This design comes from an exercise in tuning for small area and a short achievable clock period on the open sky130 flow, not from production work. Function was checked by simulation only, so behaviour that the tests miss may differ from the original.

build 87:
Design residual_block, start of the top module:
module residual_block (
    input clk,
    input rst,
    input start,
    output reg done,
    input  signed [127:0] input_tensor,
    input  [7:0]  conv1_weights_flat,
    input  [7:0]  conv1_bias_flat,
    input  [31:0] conv2_weights_flat,
    input  [7:0]  conv2_bias_flat,
    input  [7:0]  conv3_weights_flat,
    input  [7:0]  conv3_bias_flat,
    input  [7:0]  conv_shortcut_weights_flat,
    input  [7:0]  conv_shortcut_bias_flat,
    output reg signed [71:0] output_tensor
);
For scale: ~1,500 cells after synthesis, about 280 flip-flops.
export LEC_CHECK = 0
export CAP_MARGIN = 20
export CORE_MARGIN = 2
export CORE_UTILIZATION = 40
export CTS_CLUSTER_DIAMETER = 150
export CTS_CLUSTER_SIZE = 24
export SLEW_MARGIN = 20
export SYNTH_HIERARCHICAL = 1
create_clock -name core_clock -period 10.0 [get_ports {clk}]
standard.sh (not shown) runs the stock make flow with config.mk's settings and CLKGATE_MAP_FILE= SYNTH_SCRIPT=/design/flow/synth_recipe.tcl, a recipe that flattens the netlist after the stock synthesis.
==> flow/flow/run.sh <==
#!/bin/bash
set -euo pipefail
export BUFFER_PORTS_ARGS="-buffer_cell sky130_fd_sc_hd__buf_1"
export SETUP_SLACK_MARGIN=6.7
export TNS_END_PERCENT=0
bash standard.sh > standard_flow.log 2>&1
Build 87 finished all stages; the layout is clean.
Inputs modified between build 87 and build 25:
- CORE_UTILIZATION: 40 -> 65
- CTS_CLUSTER_DIAMETER: 150 -> 200
- CTS_CLUSTER_SIZE: 24 -> 30
--- outcome ---
Going from build 87 to build 25, final setup slack of the worst path went up by 0.027 ns, flip-flop and latch count barely changed.
Total setup buffers inserted after CTS was lower in build 87 than in build 25.
Measured against each other, build 25 and build 87 differ in relative slew slack, the lower figure coming from build 25.
Build 87 → build 25: wire length of the first global-routing pass -3400 um; overall routed net length down 2.8%.
### build 25 -> build 83
- swapping 65 for 40 in CORE_UTILIZATION
- clearing CTS_CLUSTER_DIAMETER, which used to be 200
- clearing CTS_CLUSTER_SIZE, which used to be 30
Clock input transition at the sequential cells of the worst setup and hold paths: build 83 vs build 25 down 0.06 ns. [compare] base=build 25 new=build 83: non-clock buffer count dropped about 0.7%, final standard cell area without fillers climbed about 4.6%, number of global-route vias before repair climbed about 3%, final weighted congestion in routability-driven placement climbed 0.94%. Final-layout worst hold slack: build 83 < build 25. STATUS final wirelength: build 83 loses against build 25. Lower global-route usage over all layers goes to build 83 over build 25. The worst reg-to-reg path cell count in build 83 was higher than what build 25 gave. Comparing build 83 against build 25, there is no change at all in share of synthesized area spent on multiplexers. Timing, DRC, antenna: 0 failures across build 25 and build 83.
Edits applied to the flow inputs when going from build 83 to build 64:
- CTS_CLUSTER_DIAMETER newly set to 150
- CTS_CLUSTER_SIZE newly set to 24
- CORE_UTILIZATION changed from 40 to 65
==> flow/flow/run.sh <==
#!/bin/bash
set -euo pipefail
export BUFFER_PORTS_ARGS="-buffer_cell sky130_fd_sc_hd__buf_1"
export SETUP_SLACK_MARGIN=6.55
export TNS_END_PERCENT=0
bash standard.sh > standard_flow.log 2>&1
Notes after the runs:
Build 64 finished end to end and its layout was clean on timing, DRC and antenna.
Measured against each other, build 83 and build 64 differ in final hold slack, the higher figure coming from build 64.
Compared with build 83, in build 64 wire length reported by the detailed router shows a reduction of about 4%, clock network area share shows a reduction of 3.0 points.
#### Input delta (build 4 over build 64)
- CTS_CLUSTER_DIAMETER: 150 -> unset
- CORE_UTILIZATION: 65 -> 40
- CTS_CLUSTER_SIZE: 24 -> unset
==> flow/flow/run.sh <==
#!/bin/bash
set -euo pipefail
export BUFFER_PORTS_ARGS="-buffer_cell sky130_fd_sc_hd__buf_1"
export SETUP_SLACK_MARGIN=6.7
bash standard.sh > standard_flow.log 2>&1
[summary]
From build 64 to build 4 the numbers moved as follows: final critical-path share of the clock period lost 0.54 points, smallest setup slack after layout higher, HPWL reported at the end of detailed placement increased 3.2%. [compare] base=build 64 new=build 4: register-to-register slack increased 0.05 ns, data required time at the worst endpoint +0.12 ns, via count shows a reduction of 103.

* * *

Setup of lane 1:
Another version of the RTL of residual_block (not shown whole).
Size in the first run: roughly 1500 cells after synthesis, ~290 flip-flops, about 290 I/O pins, about 18000 µm² of cells after synthesis.
clock: 10.0 ns
lec_check: 0
cap_margin: 20
core_margin: 2
core_utilization: 65
cts_cluster_diameter: 150
cts_cluster_size: 24
slew_margin: 20
synth_hierarchical: 1
==> flow/flow/run.sh <==
#!/bin/bash
set -euo pipefail
export BUFFER_PORTS_ARGS="-buffer_cell sky130_fd_sc_hd__buf_1"
export SETUP_SLACK_MARGIN=6.7
export TNS_END_PERCENT=0
bash standard.sh > standard_flow.log 2>&1
Inputs modified between lane 1 and lane 2:
==> flow/flow/run.sh <==
#!/bin/bash
set -euo pipefail
export BUFFER_PORTS_ARGS="-buffer_cell sky130_fd_sc_hd__buf_1"
export SETUP_SLACK_MARGIN=6.9
export TNS_END_PERCENT=0
bash standard.sh > standard_flow.log 2>&1
## What came out
Diff lane 1 -> lane 2 | first-pass detailed-route iteration total | increase of 1. Between lane 1 and lane 2, the post-synthesis instance total does not differ in any meaningful way. Taking lane 1 as the reference point, the maximum cell stage delay along the critical path of lane 2 falls by 0.07 ns.

* * *

residual_block, a different RTL version from the one above (not shown whole).
For scale: roughly 1600 cells after synthesis, ~280 flip-flops, about 290 I/O pins, ~18000 um2 of cells after synthesis.
## residual_block
module residual_block (
    input clk,
    input rst,
    input start,
    output reg done,
    input  signed [127:0] input_tensor,
    input  [7:0]  conv1_weights_flat,
    input  [7:0]  conv1_bias_flat,
    input  [31:0] conv2_weights_flat,
    input  [7:0]  conv2_bias_flat,
    input  [7:0]  conv3_weights_flat,
    input  [7:0]  conv3_bias_flat,
    input  [7:0]  conv_shortcut_weights_flat,
    input  [7:0]  conv_shortcut_bias_flat,
    output reg signed [71:0] output_tensor
);
==> flow/config.mk <==
export PLATFORM = sky130hd
export DESIGN_NAME = residual_block
export DESIGN_NICKNAME = residual_block
export VERILOG_FILES = /design/flow/design.v
export SDC_FILE = /design/flow/constraint.sdc
export NUM_CORES = 4
export LEC_CHECK = 0
export CAP_MARGIN = 20
export CORE_MARGIN = 2
export CORE_UTILIZATION = 40
export SLEW_MARGIN = 20
export SYNTH_HIERARCHICAL = 1
==> flow/constraint.sdc <==
create_clock -name core_clock -period 10.0 [get_ports {clk}]
set_input_delay 2.0000 -clock core_clock [delete_from_list [all_inputs] [get_ports {clk}]]
set_output_delay 2.0000 -clock core_clock [all_outputs]
set_load 0.01 [all_outputs]
==> flow/flow/run.sh <==
#!/bin/bash
set -euo pipefail
export BUFFER_PORTS_ARGS="-buffer_cell sky130_fd_sc_hd__buf_1"
bash standard.sh > standard_flow.log 2>&1
Rerun with:
==> flow/flow/run.sh (replaced) <==
#!/bin/bash
set -euo pipefail
export BUFFER_PORTS_ARGS="-buffer_cell sky130_fd_sc_hd__buf_1"
export SETUP_SLACK_MARGIN=6.7
export TNS_END_PERCENT=0
bash standard.sh > standard_flow.log 2>&1
The changed run completed with no timing, DRC or antenna violations.
Core utilization stays flat.
Final area stays flat.
Wire length goes up by 0.66%.
Die area is unchanged.
Worst setup slack improved by 0.37 ns.
Cell count is about the same.
Global-route usage goes up by 0.25 points.
Sequential cell count is unchanged.

==> port drivers added, routing unchanged <==
No port has a modelled driver above. Below, the same layouts with a new extraction and two added sets of constraints. Step 1 (the two cells are an assumption about what drives the block):
set clk [get_ports {clk}]
set_driving_cell -lib_cell sky130_fd_sc_hd__clkbuf_16 $clk
set_driving_cell -lib_cell sky130_fd_sc_hd__buf_2 [delete_from_list [all_inputs] $clk]
Step 2 adds t to the input delays and takes it off the output delays; t is the mean of the earliest and latest rising clock arrival at the registers after step 1. Input paths then give back, and output paths get back, about the clock's delay inside the block. Three values: ideal, step 1, step 2; two values: the first two.
| run | t, ns | slack for setup (ns) | hold slack, ns | latest minus earliest clock arrival (ns) | worst slew at a driven data input, ns |
|---|---|---|---|---|---|
| build 87 | 0.553 | 6.581 / 6.581 / 6.333 | 0.400 / 0.400 / 0.400 | 0.040 / 0.040 | 0.07 |
| build 25 | 0.549 | 6.608 / 6.608 / 6.337 | 0.368 / 0.368 / 0.368 | 0.030 / 0.031 | 0.07 |
| build 83 | 0.611 | 6.607 / 6.607 / 6.321 | 0.362 / 0.362 / 0.362 | 0.013 / 0.013 | 0.07 |
| build 64 | 0.540 | 6.581 / 6.581 / 6.312 | 0.384 / 0.384 / 0.384 | 0.016 / 0.016 | 0.07 |
| build 4 | 0.611 | 6.635 / 6.635 / 6.321 | 0.363 / 0.363 / 0.363 | 0.013 / 0.013 | 0.07 |
| lane 1 | 0.535 | 6.720 / 6.720 / 6.339 | 0.403 / 0.403 / 0.403 | 0.020 / 0.020 | 0.09 |
| lane 2 | 0.539 | 6.740 / 6.740 / 6.427 | 0.425 / 0.425 / 0.425 | 0.027 / 0.028 | 0.11 |
| the first run of note 3 | 0.631 | 6.277 / 6.277 / 6.277 | 0.364 / 0.364 / 0.364 | 0.014 / 0.014 | 0.06 |
| the second run of note 3 | 0.639 | 6.643 / 6.643 / 6.373 | 0.380 / 0.380 / 0.380 | 0.035 / 0.035 | 0.07 |
After both steps setup and hold are still met in every run listed. For lane 1, which loses most, drivers alone change the setup slack by 0.000 ns; drivers and shift together by -0.381 ns.
